Background: an optimization exercise with open tools, aiming at small area and a short achievable clock period. Do not read the settings as production practice.
Function was checked by simulation only, so behaviour that the tests miss may differ from the original.
Power figures rest on the tool's default switching activity, not on a simulated workload.

File: design/flow/run.sh
#!/bin/bash
# synth_recipe.tcl (not shown) runs the flow's synth.tcl, then flattens the netlist and writes it again
# the make line also repeats each setting of config.mk as NAME=value (left out here)
make -C /OpenROAD-flow-scripts/flow DESIGN_CONFIG=/design/flow/config.mk WORK_HOME=/design/flow/orfs CLKGATE_MAP_FILE= SYNTH_SCRIPT=/design/flow/synth_recipe.tcl finish
File: design/flow/config.mk
export PLATFORM = sky130hd
export DESIGN_NAME = MAC
export DESIGN_NICKNAME = MAC
export VERILOG_FILES = /design/flow/design.v
export SDC_FILE = /design/flow/constraint.sdc
export NUM_CORES = 4
export LEC_CHECK = 0
export CAP_MARGIN = 20
export CORE_MARGIN = 2
export CORE_UTILIZATION = 40
export SLEW_MARGIN = 20
File: design/flow/constraint.sdc
create_clock -name core_clock -period 11.0 [get_ports {clk}]
set_input_delay 2.2000 -clock core_clock [delete_from_list [all_inputs] [get_ports {clk}]]
set_output_delay 2.2000 -clock core_clock [all_outputs]
set_load 0.01 [all_outputs]
File: design/flow/design.v
module dr_rx (
    input               clk,
    input               rst,
    input [33:0]        in,
    output wire         a_msb_nx,
    output reg          out_rdy
);
    integer i;
    reg all_rdy;
    always @(*) begin
        all_rdy = 1'b1;
        for (i = 0; i < 17; i = i + 1)
            all_rdy = all_rdy & (in[2*i] | in[2*i+1]);
    end
    assign a_msb_nx = in[33];
    always @(posedge clk) begin
        if (rst) out_rdy <= 0;
        else     out_rdy <= all_rdy;
    end
endmodule
module dr_tx #(
    parameter N = 16
) (
    input [N-1:0]           in,
    input                   in_rdy,
    output wire [2*N-1:0]   out
);
    genvar i;
    generate
    for (i = 0; i < N; i = i+1) begin : g
        assign out[i*2]   = in_rdy & ~in[i];
        assign out[i*2+1] = in_rdy &  in[i];
    end
    endgenerate
endmodule
module MAC #(
    parameter NOC_WID = 16,
    parameter REGIONAL_ADDR_WID = 11
)(
    input                       clk,
    input                       rst,
    input [NOC_WID-1:0]                 cfg_dat,
    input [REGIONAL_ADDR_WID-1:0]       cfg_adr,
    input [REGIONAL_ADDR_WID-1:0]       slv_addr,
    input                       xr,
    input [1:0]                 xd,
    output wire                 xa,
    input [2*(NOC_WID+1)-1:0]   ad,
    output wire                 aa,
    output wire [2*NOC_WID-1:0] fd,
    input                       fa
);
    reg [4:0]   bp_lo;
    reg         bp_hi;
    reg [15:0]  xmid, m;
    wire [11:0] adr = {1'b0, cfg_adr};
    wire [11:0] sa  = {1'b0, slv_addr};
    wire sel0 = (adr == sa);
    wire sel4 = (adr == sa + 12'd4);
    wire sel8 = (adr == sa + 12'd8);
    wire        we_bp   = ~rst & sel0;
    wire        we_xmid = ~rst & ~sel0 & sel4;
    wire        we_m    = ~rst & ~sel0 & ~sel4 & sel8;
    wire [15:0] xmid_nx = rst ? 16'd0 : (we_xmid ? cfg_dat : xmid);
    always @(posedge clk) begin
        if (rst) begin
            bp_lo <= 0;
            bp_hi <= 0;
            m <= 0;
        end else begin
            if (we_bp) begin
                bp_lo <= cfg_dat[4:0];
                bp_hi <= |cfg_dat[15:5];
            end
            if (we_m) m <= cfg_dat;
        end
        xmid <= xmid_nx;
    end
    reg         s_hi, s_lo;
    reg [15:0]  x;
    reg [4:0]   bits_recvd;
    wire        xd_arrived = xd[0] | xd[1];
    wire        take = bp_hi | (bits_recvd < bp_lo);
    assign xa = s_hi;
    wire        x_clr   = ~s_hi & ~s_lo & xr;
    wire        x_shift = s_hi & xd_arrived & take;
    wire [15:0] x_nx = (rst | x_clr) ? 16'd0 :
                       x_shift ? {x[14:0], xd[1]} : x;
    always @(posedge clk) begin
        if (rst) begin
            s_hi <= 0;
            s_lo <= 0;
            bits_recvd <= 0;
        end else if (s_hi) begin
            if (xd_arrived) begin
                s_hi <= 0;
                s_lo <= 1;
                if (take) bits_recvd <= bits_recvd + 1'b1;
            end else if (~xr) begin
                s_hi <= 0;
            end
        end else if (s_lo) begin
            if (~xd_arrived) begin
                s_hi <= 1;
                s_lo <= 0;
            end
        end else if (xr) begin
            s_hi <= 1;
            bits_recvd <= 0;
        end
        x <= x_nx;
    end
    wire a_nx, a_rdy;
    dr_rx i_dr_rx (.clk(clk), .rst(rst), .in(ad), .a_msb_nx(a_nx), .out_rdy(a_rdy));
    reg f_sync_rdy;
    always @(posedge clk) begin
        if (rst) f_sync_rdy <= 0;
        else     f_sync_rdy <= a_rdy;
    end
    wire [15:0] y_nx = a_nx ? (xmid_nx - x_nx) : x_nx;
    wire [16:0] ye = {y_nx, 1'b0};
    reg  [7:0]  bneg, bone, btwo;
    integer k;
    always @(posedge clk) begin
        for (k = 0; k < 8; k = k + 1) begin
            bneg[k] <= ye[2*k+2];
            bone[k] <= ye[2*k+1] ^ ye[2*k];
            btwo[k] <= (ye[2*k+2] & ~ye[2*k+1] & ~ye[2*k]) | (~ye[2*k+2] & ye[2*k+1] & ye[2*k]);
        end
    end
    wire [15:0] f;
    mul16 i_mul (.m(m), .bneg(bneg), .bone(bone), .btwo(btwo), .p(f));
    dr_tx #(.N(16)) i_dr_tx (.in(f), .in_rdy(f_sync_rdy), .out(fd));
    assign aa = fa;
endmodule
module mul16 (input [15:0] m, input [7:0] bneg, input [7:0] bone, input [7:0] btwo, output [15:0] p);
    wire pp1;
    wire pp2;
    wire pp3;
    wire pp4;
    wire pp5;
    wire pp6;
    wire pp7;
    wire pp8;
    wire pp9;
    wire pp10;
    wire pp11;
    wire pp12;
    wire pp13;
    wire pp14;
    wire pp15;
    wire pp16;
    wire pp17;
    wire pp18;
    wire pp19;
    wire pp20;
    wire pp21;
    wire pp22;
    wire pp23;
    wire pp24;
    wire pp25;
    wire pp26;
    wire pp27;
    wire pp28;
    wire pp29;
    wire pp30;
    wire pp31;
    wire pp32;
    wire pp33;
    wire pp34;
    wire pp35;
    wire pp36;
    wire pp37;
    wire pp38;
    wire pp39;
    wire pp40;
    wire pp41;
    wire pp42;
    wire pp43;
    wire pp44;
    wire pp45;
    wire pp46;
    wire pp47;
    wire pp48;
    wire pp49;
    wire pp50;
    wire pp51;
    wire pp52;
    wire pp53;
    wire pp54;
    wire pp55;
    wire pp56;
    wire pp57;
    wire pp58;
    wire pp59;
    wire pp60;
    wire pp61;
    wire pp62;
    wire pp63;
    wire pp64;
    wire pp65;
    wire pp66;
    wire pp67;
    wire pp68;
    wire pp69;
    wire pp70;
    wire pp71;
    wire pp72;
    wire s73;
    wire c74;
    wire s75;
    wire c76;
    wire s77;
    wire c78;
    wire s79;
    wire c80;
    wire s81;
    wire c82;
    wire s83;
    wire c84;
    wire s85;
    wire c86;
    wire s87;
    wire c88;
    wire s89;
    wire c90;
    wire s91;
    wire s92;
    wire s93;
    wire s94;
    wire c95;
    wire s96;
    wire c97;
    wire s98;
    wire c99;
    wire s100;
    wire c101;
    wire s102;
    wire c103;
    wire s104;
    wire c105;
    wire s106;
    wire c107;
    wire s108;
    wire c109;
    wire s110;
    wire c111;
    wire s112;
    wire c113;
    wire s114;
    wire c115;
    wire s116;
    wire c117;
    wire s118;
    wire c119;
    wire s120;
    wire c121;
    wire s122;
    wire c123;
    wire s124;
    wire c125;
    wire s126;
    wire s127;
    wire s128;
    wire c129;
    wire s130;
    wire c131;
    wire s132;
    wire c133;
    wire s134;
    wire c135;
    wire s136;
    wire c137;
    wire s138;
    wire c139;
    wire s140;
    wire c141;
    wire s142;
    wire c143;
    wire s144;
    wire c145;
    wire s146;
    wire c147;
    wire s148;
    wire c149;
    wire s150;
    wire s151;
    wire c152;
    wire s153;
    wire c154;
    wire s155;
    wire c156;
    wire s157;
    wire c158;
    wire s159;
    wire c160;
    wire s161;
    wire c162;
    wire s163;
    wire c164;
    wire s165;
    wire c166;
    wire s167;
    wire c168;
    wire s169;
    wire c170;
    wire s171;
    wire c172;
    wire s173;
    wire c174;
    wire s175;
    wire c176;
    wire s177;
    assign pp1 = (bone[0] & m[0]) ^ bneg[0];
    assign pp2 = ((bone[0] & m[1]) | (btwo[0] & m[0])) ^ bneg[0];
    assign pp3 = ((bone[0] & m[2]) | (btwo[0] & m[1])) ^ bneg[0];
    assign pp4 = ((bone[0] & m[3]) | (btwo[0] & m[2])) ^ bneg[0];
    assign pp5 = ((bone[0] & m[4]) | (btwo[0] & m[3])) ^ bneg[0];
    assign pp6 = ((bone[0] & m[5]) | (btwo[0] & m[4])) ^ bneg[0];
    assign pp7 = ((bone[0] & m[6]) | (btwo[0] & m[5])) ^ bneg[0];
    assign pp8 = ((bone[0] & m[7]) | (btwo[0] & m[6])) ^ bneg[0];
    assign pp9 = ((bone[0] & m[8]) | (btwo[0] & m[7])) ^ bneg[0];
    assign pp10 = ((bone[0] & m[9]) | (btwo[0] & m[8])) ^ bneg[0];
    assign pp11 = ((bone[0] & m[10]) | (btwo[0] & m[9])) ^ bneg[0];
    assign pp12 = ((bone[0] & m[11]) | (btwo[0] & m[10])) ^ bneg[0];
    assign pp13 = ((bone[0] & m[12]) | (btwo[0] & m[11])) ^ bneg[0];
    assign pp14 = ((bone[0] & m[13]) | (btwo[0] & m[12])) ^ bneg[0];
    assign pp15 = ((bone[0] & m[14]) | (btwo[0] & m[13])) ^ bneg[0];
    assign pp16 = ((bone[0] & m[15]) | (btwo[0] & m[14])) ^ bneg[0];
    assign pp17 = (bone[1] & m[0]) ^ bneg[1];
    assign pp18 = ((bone[1] & m[1]) | (btwo[1] & m[0])) ^ bneg[1];
    assign pp19 = ((bone[1] & m[2]) | (btwo[1] & m[1])) ^ bneg[1];
    assign pp20 = ((bone[1] & m[3]) | (btwo[1] & m[2])) ^ bneg[1];
    assign pp21 = ((bone[1] & m[4]) | (btwo[1] & m[3])) ^ bneg[1];
    assign pp22 = ((bone[1] & m[5]) | (btwo[1] & m[4])) ^ bneg[1];
    assign pp23 = ((bone[1] & m[6]) | (btwo[1] & m[5])) ^ bneg[1];
    assign pp24 = ((bone[1] & m[7]) | (btwo[1] & m[6])) ^ bneg[1];
    assign pp25 = ((bone[1] & m[8]) | (btwo[1] & m[7])) ^ bneg[1];
    assign pp26 = ((bone[1] & m[9]) | (btwo[1] & m[8])) ^ bneg[1];
    assign pp27 = ((bone[1] & m[10]) | (btwo[1] & m[9])) ^ bneg[1];
    assign pp28 = ((bone[1] & m[11]) | (btwo[1] & m[10])) ^ bneg[1];
    assign pp29 = ((bone[1] & m[12]) | (btwo[1] & m[11])) ^ bneg[1];
    assign pp30 = ((bone[1] & m[13]) | (btwo[1] & m[12])) ^ bneg[1];
    assign pp31 = (bone[2] & m[0]) ^ bneg[2];
    assign pp32 = ((bone[2] & m[1]) | (btwo[2] & m[0])) ^ bneg[2];
    assign pp33 = ((bone[2] & m[2]) | (btwo[2] & m[1])) ^ bneg[2];
    assign pp34 = ((bone[2] & m[3]) | (btwo[2] & m[2])) ^ bneg[2];
    assign pp35 = ((bone[2] & m[4]) | (btwo[2] & m[3])) ^ bneg[2];
    assign pp36 = ((bone[2] & m[5]) | (btwo[2] & m[4])) ^ bneg[2];
    assign pp37 = ((bone[2] & m[6]) | (btwo[2] & m[5])) ^ bneg[2];
    assign pp38 = ((bone[2] & m[7]) | (btwo[2] & m[6])) ^ bneg[2];
    assign pp39 = ((bone[2] & m[8]) | (btwo[2] & m[7])) ^ bneg[2];
    assign pp40 = ((bone[2] & m[9]) | (btwo[2] & m[8])) ^ bneg[2];
    assign pp41 = ((bone[2] & m[10]) | (btwo[2] & m[9])) ^ bneg[2];
    assign pp42 = ((bone[2] & m[11]) | (btwo[2] & m[10])) ^ bneg[2];
    assign pp43 = (bone[3] & m[0]) ^ bneg[3];
    assign pp44 = ((bone[3] & m[1]) | (btwo[3] & m[0])) ^ bneg[3];
    assign pp45 = ((bone[3] & m[2]) | (btwo[3] & m[1])) ^ bneg[3];
    assign pp46 = ((bone[3] & m[3]) | (btwo[3] & m[2])) ^ bneg[3];
    assign pp47 = ((bone[3] & m[4]) | (btwo[3] & m[3])) ^ bneg[3];
    assign pp48 = ((bone[3] & m[5]) | (btwo[3] & m[4])) ^ bneg[3];
    assign pp49 = ((bone[3] & m[6]) | (btwo[3] & m[5])) ^ bneg[3];
    assign pp50 = ((bone[3] & m[7]) | (btwo[3] & m[6])) ^ bneg[3];
    assign pp51 = ((bone[3] & m[8]) | (btwo[3] & m[7])) ^ bneg[3];
    assign pp52 = ((bone[3] & m[9]) | (btwo[3] & m[8])) ^ bneg[3];
    assign pp53 = (bone[4] & m[0]) ^ bneg[4];
    assign pp54 = ((bone[4] & m[1]) | (btwo[4] & m[0])) ^ bneg[4];
    assign pp55 = ((bone[4] & m[2]) | (btwo[4] & m[1])) ^ bneg[4];
    assign pp56 = ((bone[4] & m[3]) | (btwo[4] & m[2])) ^ bneg[4];
    assign pp57 = ((bone[4] & m[4]) | (btwo[4] & m[3])) ^ bneg[4];
    assign pp58 = ((bone[4] & m[5]) | (btwo[4] & m[4])) ^ bneg[4];
    assign pp59 = ((bone[4] & m[6]) | (btwo[4] & m[5])) ^ bneg[4];
    assign pp60 = ((bone[4] & m[7]) | (btwo[4] & m[6])) ^ bneg[4];
    assign pp61 = (bone[5] & m[0]) ^ bneg[5];
    assign pp62 = ((bone[5] & m[1]) | (btwo[5] & m[0])) ^ bneg[5];
    assign pp63 = ((bone[5] & m[2]) | (btwo[5] & m[1])) ^ bneg[5];
    assign pp64 = ((bone[5] & m[3]) | (btwo[5] & m[2])) ^ bneg[5];
    assign pp65 = ((bone[5] & m[4]) | (btwo[5] & m[3])) ^ bneg[5];
    assign pp66 = ((bone[5] & m[5]) | (btwo[5] & m[4])) ^ bneg[5];
    assign pp67 = (bone[6] & m[0]) ^ bneg[6];
    assign pp68 = ((bone[6] & m[1]) | (btwo[6] & m[0])) ^ bneg[6];
    assign pp69 = ((bone[6] & m[2]) | (btwo[6] & m[1])) ^ bneg[6];
    assign pp70 = ((bone[6] & m[3]) | (btwo[6] & m[2])) ^ bneg[6];
    assign pp71 = (bone[7] & m[0]) ^ bneg[7];
    assign pp72 = ((bone[7] & m[1]) | (btwo[7] & m[0])) ^ bneg[7];
    assign s73 = pp11 ^ pp25;
    assign c74 = pp11 & pp25;
    assign s75 = pp12 ^ pp26;
    assign c76 = pp12 & pp26;
    assign s77 = pp13 ^ pp27 ^ pp39;
    assign c78 = (pp13 & pp27) | (pp13 & pp39) | (pp27 & pp39);
    assign s79 = pp49 ^ pp57;
    assign c80 = pp49 & pp57;
    assign s81 = pp14 ^ pp28 ^ pp40;
    assign c82 = (pp14 & pp28) | (pp14 & pp40) | (pp28 & pp40);
    assign s83 = pp50 ^ pp58;
    assign c84 = pp50 & pp58;
    assign s85 = pp15 ^ pp29 ^ pp41;
    assign c86 = (pp15 & pp29) | (pp15 & pp41) | (pp29 & pp41);
    assign s87 = pp51 ^ pp59 ^ pp65;
    assign c88 = (pp51 & pp59) | (pp51 & pp65) | (pp59 & pp65);
    assign s89 = pp69 ^ pp71;
    assign c90 = pp69 & pp71;
    assign s91 = pp16 ^ pp30 ^ pp42;
    assign s92 = pp52 ^ pp60 ^ pp66;
    assign s93 = pp70 ^ pp72;
    assign s94 = pp7 ^ pp21;
    assign c95 = pp7 & pp21;
    assign s96 = pp8 ^ pp22;
    assign c97 = pp8 & pp22;
    assign s98 = pp9 ^ pp23 ^ pp35;
    assign c99 = (pp9 & pp23) | (pp9 & pp35) | (pp23 & pp35);
    assign s100 = pp45 ^ pp53;
    assign c101 = pp45 & pp53;
    assign s102 = pp10 ^ pp24 ^ pp36;
    assign c103 = (pp10 & pp24) | (pp10 & pp36) | (pp24 & pp36);
    assign s104 = pp46 ^ pp54;
    assign c105 = pp46 & pp54;
    assign s106 = s73 ^ pp37 ^ pp47;
    assign c107 = (s73 & pp37) | (s73 & pp47) | (pp37 & pp47);
    assign s108 = pp55 ^ pp61 ^ bneg[5];
    assign c109 = (pp55 & pp61) | (pp55 & bneg[5]) | (pp61 & bneg[5]);
    assign s110 = c74 ^ s75 ^ pp38;
    assign c111 = (c74 & s75) | (c74 & pp38) | (s75 & pp38);
    assign s112 = pp48 ^ pp56 ^ pp62;
    assign c113 = (pp48 & pp56) | (pp48 & pp62) | (pp56 & pp62);
    assign s114 = c76 ^ s77 ^ s79;
    assign c115 = (c76 & s77) | (c76 & s79) | (s77 & s79);
    assign s116 = pp63 ^ pp67 ^ bneg[6];
    assign c117 = (pp63 & pp67) | (pp63 & bneg[6]) | (pp67 & bneg[6]);
    assign s118 = c78 ^ c80 ^ s81;
    assign c119 = (c78 & c80) | (c78 & s81) | (c80 & s81);
    assign s120 = s83 ^ pp64 ^ pp68;
    assign c121 = (s83 & pp64) | (s83 & pp68) | (pp64 & pp68);
    assign s122 = c82 ^ c84 ^ s85;
    assign c123 = (c82 & c84) | (c82 & s85) | (c84 & s85);
    assign s124 = s87 ^ s89 ^ bneg[7];
    assign c125 = (s87 & s89) | (s87 & bneg[7]) | (s89 & bneg[7]);
    assign s126 = c86 ^ c88 ^ c90;
    assign s127 = s91 ^ s92 ^ s93;
    assign s128 = pp5 ^ pp19;
    assign c129 = pp5 & pp19;
    assign s130 = pp6 ^ pp20;
    assign c131 = pp6 & pp20;
    assign s132 = s94 ^ pp33 ^ pp43;
    assign c133 = (s94 & pp33) | (s94 & pp43) | (pp33 & pp43);
    assign s134 = c95 ^ s96 ^ pp34;
    assign c135 = (c95 & s96) | (c95 & pp34) | (s96 & pp34);
    assign s136 = c97 ^ s98 ^ s100;
    assign c137 = (c97 & s98) | (c97 & s100) | (s98 & s100);
    assign s138 = c99 ^ c101 ^ s102;
    assign c139 = (c99 & c101) | (c99 & s102) | (c101 & s102);
    assign s140 = c103 ^ c105 ^ s106;
    assign c141 = (c103 & c105) | (c103 & s106) | (c105 & s106);
    assign s142 = c107 ^ c109 ^ s110;
    assign c143 = (c107 & c109) | (c107 & s110) | (c109 & s110);
    assign s144 = c111 ^ c113 ^ s114;
    assign c145 = (c111 & c113) | (c111 & s114) | (c113 & s114);
    assign s146 = c115 ^ c117 ^ s118;
    assign c147 = (c115 & c117) | (c115 & s118) | (c117 & s118);
    assign s148 = c119 ^ c121 ^ s122;
    assign c149 = (c119 & c121) | (c119 & s122) | (c121 & s122);
    assign s150 = c123 ^ c125 ^ s126;
    assign s151 = pp3 ^ pp17;
    assign c152 = pp3 & pp17;
    assign s153 = pp4 ^ pp18;
    assign c154 = pp4 & pp18;
    assign s155 = s128 ^ pp31 ^ bneg[2];
    assign c156 = (s128 & pp31) | (s128 & bneg[2]) | (pp31 & bneg[2]);
    assign s157 = c129 ^ s130 ^ pp32;
    assign c158 = (c129 & s130) | (c129 & pp32) | (s130 & pp32);
    assign s159 = c131 ^ s132 ^ bneg[3];
    assign c160 = (c131 & s132) | (c131 & bneg[3]) | (s132 & bneg[3]);
    assign s161 = c133 ^ s134 ^ pp44;
    assign c162 = (c133 & s134) | (c133 & pp44) | (s134 & pp44);
    assign s163 = c135 ^ s136 ^ bneg[4];
    assign c164 = (c135 & s136) | (c135 & bneg[4]) | (s136 & bneg[4]);
    assign s165 = c137 ^ s138 ^ s104;
    assign c166 = (c137 & s138) | (c137 & s104) | (s138 & s104);
    assign s167 = c139 ^ s140 ^ s108;
    assign c168 = (c139 & s140) | (c139 & s108) | (s140 & s108);
    assign s169 = c141 ^ s142 ^ s112;
    assign c170 = (c141 & s142) | (c141 & s112) | (s142 & s112);
    assign s171 = c143 ^ s144 ^ s116;
    assign c172 = (c143 & s144) | (c143 & s116) | (s144 & s116);
    assign s173 = c145 ^ s146 ^ s120;
    assign c174 = (c145 & s146) | (c145 & s120) | (s146 & s120);
    assign s175 = c147 ^ s148 ^ s124;
    assign c176 = (c147 & s148) | (c147 & s124) | (s148 & s124);
    assign s177 = c149 ^ s150 ^ s127;
    wire [15:0] ra = {c176, c174, c172, c170, c168, c166, c164, c162, c160, c158, c156, c154, c152, s151, pp2, pp1};
    wire [15:0] rb = {s177, s175, s173, s171, s169, s167, s165, s163, s161, s159, s157, s155, s153, bneg[1], 1'b0, bneg[0]};
    assign p = ra + rb;
endmodule
==> results of run 1 <==
-- Yosys cell counts, types with 6 or more instances --
library cell / n / area [um2]
nor2_1: 79 / 296.5
a22oi_1: 65 / 488.0
fa_1: 34 / 680.7
a21o_1: 7 / 52.55
mux2i_1: 36 / 360.4
clkbuf_1: 43 / 161.4
a21oi_1: 30 / 150.1
inv_1: 85 / 319.1
nor4_1: 6 / 37.54
nand2b_1: 8 / 50.05
a22o_1: 6 / 52.55
ha_1: 49 / 613.1
nand3_1: 15 / 75.07
nand2_1: 75 / 281.5
o21ai_0: 25 / 125.1
nor3_1: 9 / 45.04
o22ai_1: 10 / 62.56
xnor2_1: 103 / 902.1
xor2_1: 38 / 332.8
o21bai_1: 7 / 52.55
and2_1: 17 / 106.4
nor2b_1: 8 / 50.05
dfxtp_1: 87 / 1742
-- how the worst max path moves through the flow --
| stage | end | slack, ps | cells past startpoint |
|---|---|---|---|
| 3_5_place_dp | fd[31] | 3790 | 15 |
| 6_report | fd[31] | 3430 | 15 |
| 3_3_place_gp | fd[31] | 3870 | 15 |
| 5_1_grt | fd[31] | 3090 | 15 |
| 4_1_cts | fd[31] | 3400 | 15 |
| 2_1_floorplan | fd[31] | 4420 | 14 |
-- critical path, delay by kind of cell (launching register included) --
family | cells | cell delay (ps)
buffers and inverters | 4 | 670
xor gates and xnor gates | 2 | 410
AOI/OAI and AO/OA | 2 | 440
and+or+nand+nor | 2 | 230
adders and majority gates | 5 | 2370
DFF | 1 | 890
-- state kept, by name, indices dropped and copies added (netlist names) --
signal           flops
bits_recvd           5
bneg                 8
bone                 8
bp_hi                1
bp_lo                5
btwo                 8
f_sync_rdy           1
i_dr_rx.out_rdy      1
m                   16
s_hi                 1
s_lo                 1
x                   16
xmid                16
-- through the flow --
stage               hold WS, ps  utilization, %  cells
floorplan                 413.8               -    936
global placement          469.6           46.94   1261
detailed placement        466.1           46.94   1261
CTS                       481.9           48.66   1277
global route              492.9           48.66   1277
finish                    485.9           48.66   1277
-- placed cells by master (no fill, tap or decap), types with 25 or more instances in the layout --
| cell | instances |
|---|---|
| o21ai_0 | 25 |
| xor2_1 | 38 |
| inv_1 | 85 |
| mux2i_1 | 36 |
| nor2_1 | 79 |
| clkdlybuf4s50_1 | 109 |
| nand2_1 | 75 |
| a21oi_1 | 30 |
| a22oi_1 | 65 |
| xnor2_1 | 103 |
| ha_1 | 49 |
| dfxtp_1 | 87 |
| fa_1 | 34 |
-- power groups by stage --
stage | logic, W | clock network (W) | registers (W)
finish | 0.0000973 | 0.000335 | 0.000321
detailed placement | 0.0000975 | 0 | 0.000328
CTS | 0.0000980 | 0.000339 | 0.000321
global route | 0.000108 | 0.000353 | 0.000321
global placement | 0.0000969 | 0 | 0.000328
floorplan | 0.0000544 | 0 | 0.000325
-- metal layers --
| metal | GRT usage [%] | wire, um | vias to the layer above | share of wire (%) |
|---|---|---|---|---|
| met3 | 2.899 | 821 | 17 | 4.4 |
| met5 | 0 | 0 | - | 0 |
| li1 | - | - | 3315 | - |
| met2 | 31.33 | 8503 | 174 | 46 |
| met4 | 3.612 | 206 | 0 | 1.1 |
| met1 | 25.79 | 9004 | 3072 | 49 |
-- cells by family after synthesis --
| kind of cell | count (synthesis) | synth area share, % |
|---|---|---|
| fa+ha+maj | 84 | 16.73 |
| mux | 41 | 5.343 |
| simple gates | 254 | 15.77 |
| buf+inv | 137 | 6.722 |
| xor+xnor | 141 | 15.84 |
| flops | 87 | 22.33 |
| compound gates | 192 | 17.26 |
-- area by class of cell --
class	count	area [um2]	share of cell area, %
Tap cell	265	331.6	3.536
Timing Repair Buffer	112	1114	11.88
Clock inverter	6	92.59	0.9875
Sequential cell	87	1742	18.57
Clock buffer	10	239.0	2.549
Inverter	85	319.1	3.403
Multi-Input combinational cell	712	5539	59.07
==> summary.md, run 1 <==
| Metric | Value |
|---|---|
| Status | finished clean |
| Die width | ~140 um |
| Hold_buf cts | 0 |
| Max Root-Sink Buffers | 2 |
| Post-Route WL | about 19 mm |
| Combinational share of power | 12.9% |
| Crit Path Class | register to output port |
| Largest stage delay, worst path | 890 ps |
| I/O pin count | approximately 110 |
| Arr. time, crit path | roughly 5400 ps |
| Worst Setup Start Kind | register |
| Area of the die | ~0.021 mm2 |
| Hold Path Stages | 1 |
| Drt first-iter violations | roughly 370 |
| Grt ovf | 0 |
| Setup bufs post-CTS | 0 |
| Worst EP required | ~9000 ps |
| Pre-CTS setup slack | between 3000 and 4000 ps |
| Worst Setup Slack, final | 3433 ps |
| Initial antenna violation count | 0 |
| Worst Path Max Fanout | 17 |
| Reg2Reg Depth | 18 |
| Post-CTS Resized | 0 |
| Area delta synth->final | 20.23% |
| Tot GR Track Use | 18.75% |
| Root buffer cell | clkbuf_16 |
| Starting Density | 40.47% |
| Htree depth | 3 |
| Max-Cap Viols | 0 |
| Clock latency at the later pin of the worst-skew pair | ~340 ps |
| RSZ-0062 raised after global routing | no |
| Proportion of synthesized chip area in sequential cells | around 22% |
| Critical path capture point type | output port |
| Worst slew margin | 41.46% |
| Post-synth cell types | approximately 70 |
| Area of the mapped netlist | approximately 0.0078 mm2 |
| TritonCTS Buffers | 9 |
| Gate Count Post-Synth | between 900 and 1000 |
| Syn Nets | 1097 |
| Final period utilization | 68.79% |
| FF-to-FF setup slack | ~6300 ps |
| Share of post-route cells with drive strength above 1 | between 4 and 5% |
| Sw Share | 23.90% |
| Antenna cells | 0 |
| Slowest CP cell | dfxtp_1 |
| Avg WL per Cell | ~15 um |
| Nets | around 1200 |
| Leakage | about 3.6 nW |
| Crit-path cells | xor2_1 > fa_1 > inv_1 > fa_1 > fa_1 > inv_1 > fa_1 > inv_1 > ha_1 > nand3_1 > a211oi_1 > o31ai_1 > xnor2_1 > and2_1 > clkdlybuf4s50_1 |
| Hold Crit Start | bp_lo[3]$_SDFFE_PP0P_ |
| Clk_skew | approximately 7.3 ps |
| CP startpoint | bneg[0]$_DFF_P_ |
| Clock share of power | around 45% |
| F_max | 132.2 MHz |
| Avg Cell Area, Syn | 8.332 um2 |
| Final Slew Violations | 0 |
| Synth Flop Type | dfxtp_1 |
| Min-delay worst type | register to register |
| Worst Hold End | bp_lo[3]$_SDFFE_PP0P_ |
| Reg2reg end | btwo[7]$_DFF_P_ |
| Setup TNS | 0 ps |
| Fin crit period | approximately 7600 ps |
| Core ar. | 0.01927 mm2 |
| Die Y | around 140 um |
| FFs w/ async S/R, synth | 0% |
| Cell-internal power | 0.0005726 W |
| ANT nets after route | 0 |
| Sink Count | 87 |
| Hold Vio Cnt, Final | 0 |
| Vias per inst | ~5.2 |
| Max IR drop VDD | approximately 0.08 mV |
| Final Wtd Congestion | 0.8712 |
| Switching pwr | about 0.00018 W |
| Setup violators final | 0 |
| Pin count of the biggest net entering global routing | 32 |
| First-pass GRT wire length | slightly above 30 mm |
| Fin area | around 0.0094 mm2 |
| FP Rows | 51 |
| Clock-pin slew on the worst setup and hold paths | roughly 70 ps |
| Vias | approximately 6600 |
| TritonCTS clock tree | built |
| I/O Buffers | approximately 110 |
| Slew @ Worst Pin | just under 900 ps |
| Synth warn | 2 |
| DRC viols | 0 |
| Placed cell areas | approximately 0.009 mm2 |
| Worst path most repeated cell | fa_1 |
| Power Total | 0.0007525 W |
| DP HPWL | approximately 15 mm |
| #FFs+latches synth | 87 |
| Fill count | 1917 |
| Vias in the first global route | about 6200 |
| Flop pwr share | between 40% and 50% |
| Pwr/cell area | approximately 80 mW/mm2 |
| First-pass detailed-route iteration total | 5 |
| Post-synth EDFFs | 0 |
| Worst R2R Start | bp_lo[1]$_SDFFE_PP0P_ |
==> run 2: changes to the inputs <==
==> design/flow/flow/run.sh (new file) <==
#!/bin/bash
set -euo pipefail
bash standard.sh "BUFFER_PORTS_ARGS=-buffer_cell sky130_fd_sc_hd__buf_1" finish > standard_flow.log 2>&1
==> design/flow/standard.sh (new file) <==
#!/bin/bash
# synth_recipe.tcl (not shown) runs the flow's synth.tcl, then flattens the netlist and writes it again
# the make line also repeats each setting of config.mk as NAME=value (left out here)
make -C /OpenROAD-flow-scripts/flow DESIGN_CONFIG=/design/flow/config.mk WORK_HOME=/design/flow/orfs CLKGATE_MAP_FILE= SYNTH_SCRIPT=/design/flow/synth_recipe.tcl "${@:-finish}"
--- a/design/flow/config.mk
+++ b/design/flow/config.mk
@@ -10,2 +10,3 @@
 export CORE_UTILIZATION = 40
+export SETUP_SLACK_MARGIN = 4
 export SLEW_MARGIN = 20
removed: design/flow/run.sh
==> run 2 against run 1 <==
Against the previous run:
- setup slack better by 820 ps
- via count shrank 1.4%
- critical path depth unchanged
- cell count unchanged
- hold slack improved by 2.1 ps
- global-route usage fell by 0.53 points
- power shrank 8.5%
- synthesized cell count is the same
- sequential share of layout area up 1.9 points
- routed wire length down 2.4%
- sequential power is essentially flat
- critical path type unchanged
- largest power group is now sequential cells
==> summary.md, run 2 <==
| Metric | Value |
|---|---|
| Final Wtd Congestion | 0.8951 (was 0.8712) |
| Setup violators final | 0 (unchanged) |
| Worst Hold End | bp_lo[2]$_SDFFE_PP0P_ (was bp_lo[3]$_SDFFE_PP0P_) |
| Biggest regs | m (16), x (16), xmid (16) (unchanged) |
| Drt first-iter violations | 378 (was 368) |
| Worst Path Buf+Inv | 4 (unchanged) |
| FFs w/ async S/R, synth | 0% (unchanged) |
| Core ar. | 0.01927 mm2 (unchanged) |
| ANT nets after route | 0 (unchanged) |
| Min-delay worst type | register to register (unchanged) |
| I/O Buffers | 109 (unchanged) |
| Fill count | 1989 (was 1917) |
| Status | finished clean (unchanged) |
| Tot GR Track Use | 18.21% (was 18.75%) |
| DP HPWL | 14.53 mm (was 14.82 mm) |
| Number of cells on the critical path | 15 (unchanged) |
| First-pass detailed-route iteration total | 5 (unchanged) |
| Syn Nets | 1097 (unchanged) |
| Most frequent cells in the layout | 109 x buf_1, 103 x xnor2_1, 85 x inv_1 (was 109 x clkdlybuf4s50_1, 103 x xnor2_1, 87 x dfxtp_1) |
| Worst R2R Start | bp_lo[1]$_SDFFE_PP0P_ (unchanged) |
| Crit Path Class | register to output port (unchanged) |
| Nets | 1168 (unchanged) |
| Starting Density | 40.47% (unchanged) |
| Grt ovf | 0 (unchanged) |
| Area contributors post-synth | dfxtp_1 22%, xnor2_1 12%, fa_1 8.7% (unchanged) |
| Die Y | 143.6 um (unchanged) |
| First-pass GRT wire length | 30.39 mm (was 31.08 mm) |
| Commonest cells post-synth | 103 x xnor2_1, 87 x dfxtp_1, 85 x inv_1 (unchanged) |
| Leakage | 3.313 nW (was 3.596 nW) |
| Area delta synth->final | 11.73% (was 20.23%) |
| Worst Setup Start Kind | register (unchanged) |
| Worst Path Max Fanout | 14 (was 17) |
| Hold Vio Cnt, Final | 0 (unchanged) |
| Crit-path cells | a22oi_1 > xor2_1 > fa_1 > inv_1 > fa_1 > fa_1 > inv_1 > fa_1 > inv_1 > ha_1 > or3_1 > o31ai_1 > xnor2_1 > and2_1 > buf_1 (was xor2_1 > fa_1 > inv_1 > fa_1 > fa_1 > inv_1 > fa_1 > inv_1 > ha_1 > nand3_1 > a211oi_1 > o31ai_1 > xnor2_1 > and2_1 > clkdlybuf4s50_1) |
| Vias per inst | 5.081 (was 5.151) |
| DRC viols | 0 (unchanged) |
| Crit-path leading delay family | adder cells (unchanged) |
| Area of the mapped netlist | 0.007799 mm2 (unchanged) |
| Sink Count | 87 (unchanged) |
| Worst slew margin | 53.08% (was 41.46%) |
| Power Total | 0.0006885 W (was 0.0007525 W) |
| Vias | 6488 (was 6578) |
| Arr. time, crit path | 4540 ps (was 5370 ps) |
| Count leader, synth | xnor2_1 (unchanged) |
| Slew @ Worst Pin | 701.3 ps (was 877.0 ps) |
| Global routing usage on met2 | 30.13% (was 31.33%) |
| Final period utilization | 61.31% (was 68.79%) |
| Post-Route WL | 18.09 mm (was 18.54 mm) |
| Worst path most repeated cell | fa_1 (unchanged) |
| F_max | 148.3 MHz (was 132.2 MHz) |
| Htree depth | 3 (unchanged) |
| Antenna cells | 0 (unchanged) |
| Clk_skew | 11.46 ps (was 7.253 ps) |
| Cell taking the most area after synthesis | dfxtp_1 (unchanged) |
| Max IR drop VDD | 0.06701 mV (was 0.07924 mV) |
| Global route hottest layer | met2 (unchanged) |
| Fin area | 0.008713 mm2 (was 0.009376 mm2) |
| FF-to-FF setup slack | 6270 ps (was 6310 ps) |
| Avg WL per Cell | 14.17 um (was 14.52 um) |
| Setup bufs post-CTS | 0 (unchanged) |
| Synth Flop Type | dfxtp_1 (unchanged) |
| Root buffer cell | clkbuf_16 (unchanged) |
| Area of the die | 0.02063 mm2 (unchanged) |
| WHS | 488.0 ps (was 485.9 ps) |
| Critical path capture point type | output port (unchanged) |
| Worst EP required | 8800 ps (about the same) |
| Clock-pin slew on the worst setup and hold paths | 70 ps (about the same) |
| Gate Count Post-Synth | 936 (unchanged) |
| Post-synth cell types | 68 (unchanged) |
| TritonCTS Buffers | 9 (unchanged) |
| FP Rows | 51 (unchanged) |
| Share of post-route cells with drive strength above 1 | 6.719% (was 4.545%) |
| Avg Cell Area, Syn | 8.332 um2 (unchanged) |
| Fin crit period | 6744 ps (was 7567 ps) |
| Max Root-Sink Buffers | 2 (unchanged) |
| Vias in the first global route | 6152 (was 6249) |
| TritonCTS clock tree | built (unchanged) |
| Hold Crit Start | bp_lo[2]$_SDFFE_PP0P_ (was bp_lo[3]$_SDFFE_PP0P_) |
| Final Slew Violations | 0 (unchanged) |
| Pin count of the biggest net entering global routing | 32 (unchanged) |
| Slowest CP cell | fa_1 (was dfxtp_1) |
| RSZ-0062 raised after global routing | no (unchanged) |
| Met3 Resource Use GR | 2.133% (was 2.899%) |
| Max-Cap Viols | 0 (unchanged) |
| #FFs+latches synth | 87 (unchanged) |
| Met1 usage | 25.57% (was 25.79%) |
| I/O pin count | 112 (unchanged) |
| Clock latency at the later pin of the worst-skew pair | 340 ps (about the same) |
| Post-synth top area share | 22.33% (unchanged) |
| Reg2Reg Depth | 18 (unchanged) |
| Reg2reg end | btwo[6]$_DFF_P_ (was btwo[7]$_DFF_P_) |
| Placed cell areas | 0.008363 mm2 (was 0.009045 mm2) |
| Initial antenna violation count | 0 (unchanged) |
| Die width | 143.6 um (unchanged) |
| Proportion of synthesized chip area in sequential cells | 22.33% (unchanged) |
| Commonest non-fill, non-tap cell in the layout | buf_1 (was clkdlybuf4s50_1) |
| Pwr/cell area | 79.01 mW/mm2 (was 80.25 mW/mm2) |
| Setup TNS | 0 ps (unchanged) |
| Largest stage delay, worst path | 490 ps (was 890 ps) |
| Hold Path Stages | 1 (unchanged) |
| Post-synth EDFFs | 0 (unchanged) |
| Synth warn | 2 (unchanged) |
[run 2: cells by family after synthesis]
| kind of cell | Yosys count | synth area share, % |
|---|---|---|
| DFF | 87 | 22.33 |
| AOI/OAI and AO/OA | 192 | 17.26 |
| adders and majority gates | 84 | 16.73 |
| and+or+nand+nor | 254 | 15.77 |
| muxes | 41 | 5.343 |
| buffers and inverters | 137 | 6.722 |
| xor gates and xnor gates | 141 | 15.84 |
[run 2: repair_timing]
action,in CTS,in global routing
endpoints found under the setup margin,6,9
gates resized for setup,6,25
hold buffers,0,0
[run 2: worst max-delay path by stage]
stage | startpoint | to
after CTS | bone[1]$_DFF_P_ | fd[31]
after detailed placement | bneg[0]$_DFF_P_ | fd[31]
after global placement | bneg[0]$_DFF_P_ | fd[31]
after floorplan | bneg[0]$_DFF_P_ | fd[31]
final | bone[1]$_DFF_P_ | fd[31]
after global routing | bone[1]$_DFF_P_ | fd[31]
[run 2: cell type report]
| cell class | instances | area [um2] | area share (%) |
|---|---|---|---|
| inverters | 85 | 319.1 | 3.662 |
| clock buffers | 10 | 239.0 | 2.743 |
| flip-flops and latches | 87 | 1788 | 20.52 |
| clock inverters | 6 | 51.30 | 0.5887 |
| well taps | 265 | 331.6 | 3.805 |
| repair buffers | 112 | 431.7 | 4.954 |
| multi-input cells | 712 | 5553 | 63.73 |
[run 2: worst register-to-register path, stage by stage (launching register included)]
cell       delay (ps)
dfxtp_1           350
inv_1              50
ha_1              290
a2111oi_0         540
nor4b_2           180
nor2_4            530
mux2i_1           250
nor2_1            100
ha_1              240
fa_1              400
inv_1             100
a2111oi_0          90
a311oi_1          400
a31o_2            310
a21boi_0          110
o21bai_1          170
xor2_1             90
a21oi_1           260
mux2i_1           210
[run 2: stage by stage]
| stage | utilization (%) | worst slack [ps] | cells |
|---|---|---|---|
| after global routing | 45.21 | 4002 | 1277 |
| after CTS | 44.94 | 3977 | 1277 |
| after floorplan | - | 4420 | 936 |
| after detailed placement | 43.40 | 4217 | 1261 |
| final | 45.21 | 4256 | 1277 |
| after global placement | 43.40 | 4274 | 1261 |
[run 2: report_power, final]
part           total (W)  internal, W  leakage, nW  switching [W]
combinational  0.0000790    0.0000318         2.46      0.0000472
sequential      0.000319     0.000314        0.713     0.00000415
clock           0.000291     0.000162        0.140       0.000129
[run 2: routing by layer]
| layer | part of all wire (%) | wire [um] |
|---|---|---|
| met1 | 51 | 9178 |
| met2 | 44 | 8013 |
| met3 | 3.9 | 700 |
| met4 | 1.1 | 202 |
| met5 | 0 | 0 |

[re-timing with driven ports]
The results above use ideal ports. As a check the final layouts listed here were re-extracted and re-timed, cells and wires unchanged. Step 1 assumes that a clkbuf_16 drives the clock port and a buf_2 every other input. Step 2, shift: input delay + t, output delay - t, t = (earliest + latest rising clock arrival at the registers) / 2. This alone moves slack from input paths to output paths. Three values: ideal ports, drivers, drivers and shift; two values: the first two.
run | t (ns) | setup WS [ns] | worst hold slack (ns) | clock arrival spread, ns
run 1 | 0.378 | 3.433 / 3.396 / 3.774 | 0.486 / 0.486 / 0.486 | 0.008 / 0.008
run 2 | 0.375 | 4.256 / 4.216 / 4.296 | 0.488 / 0.488 / 0.488 | 0.012 / 0.012
After both steps setup and hold are still met in every run listed.
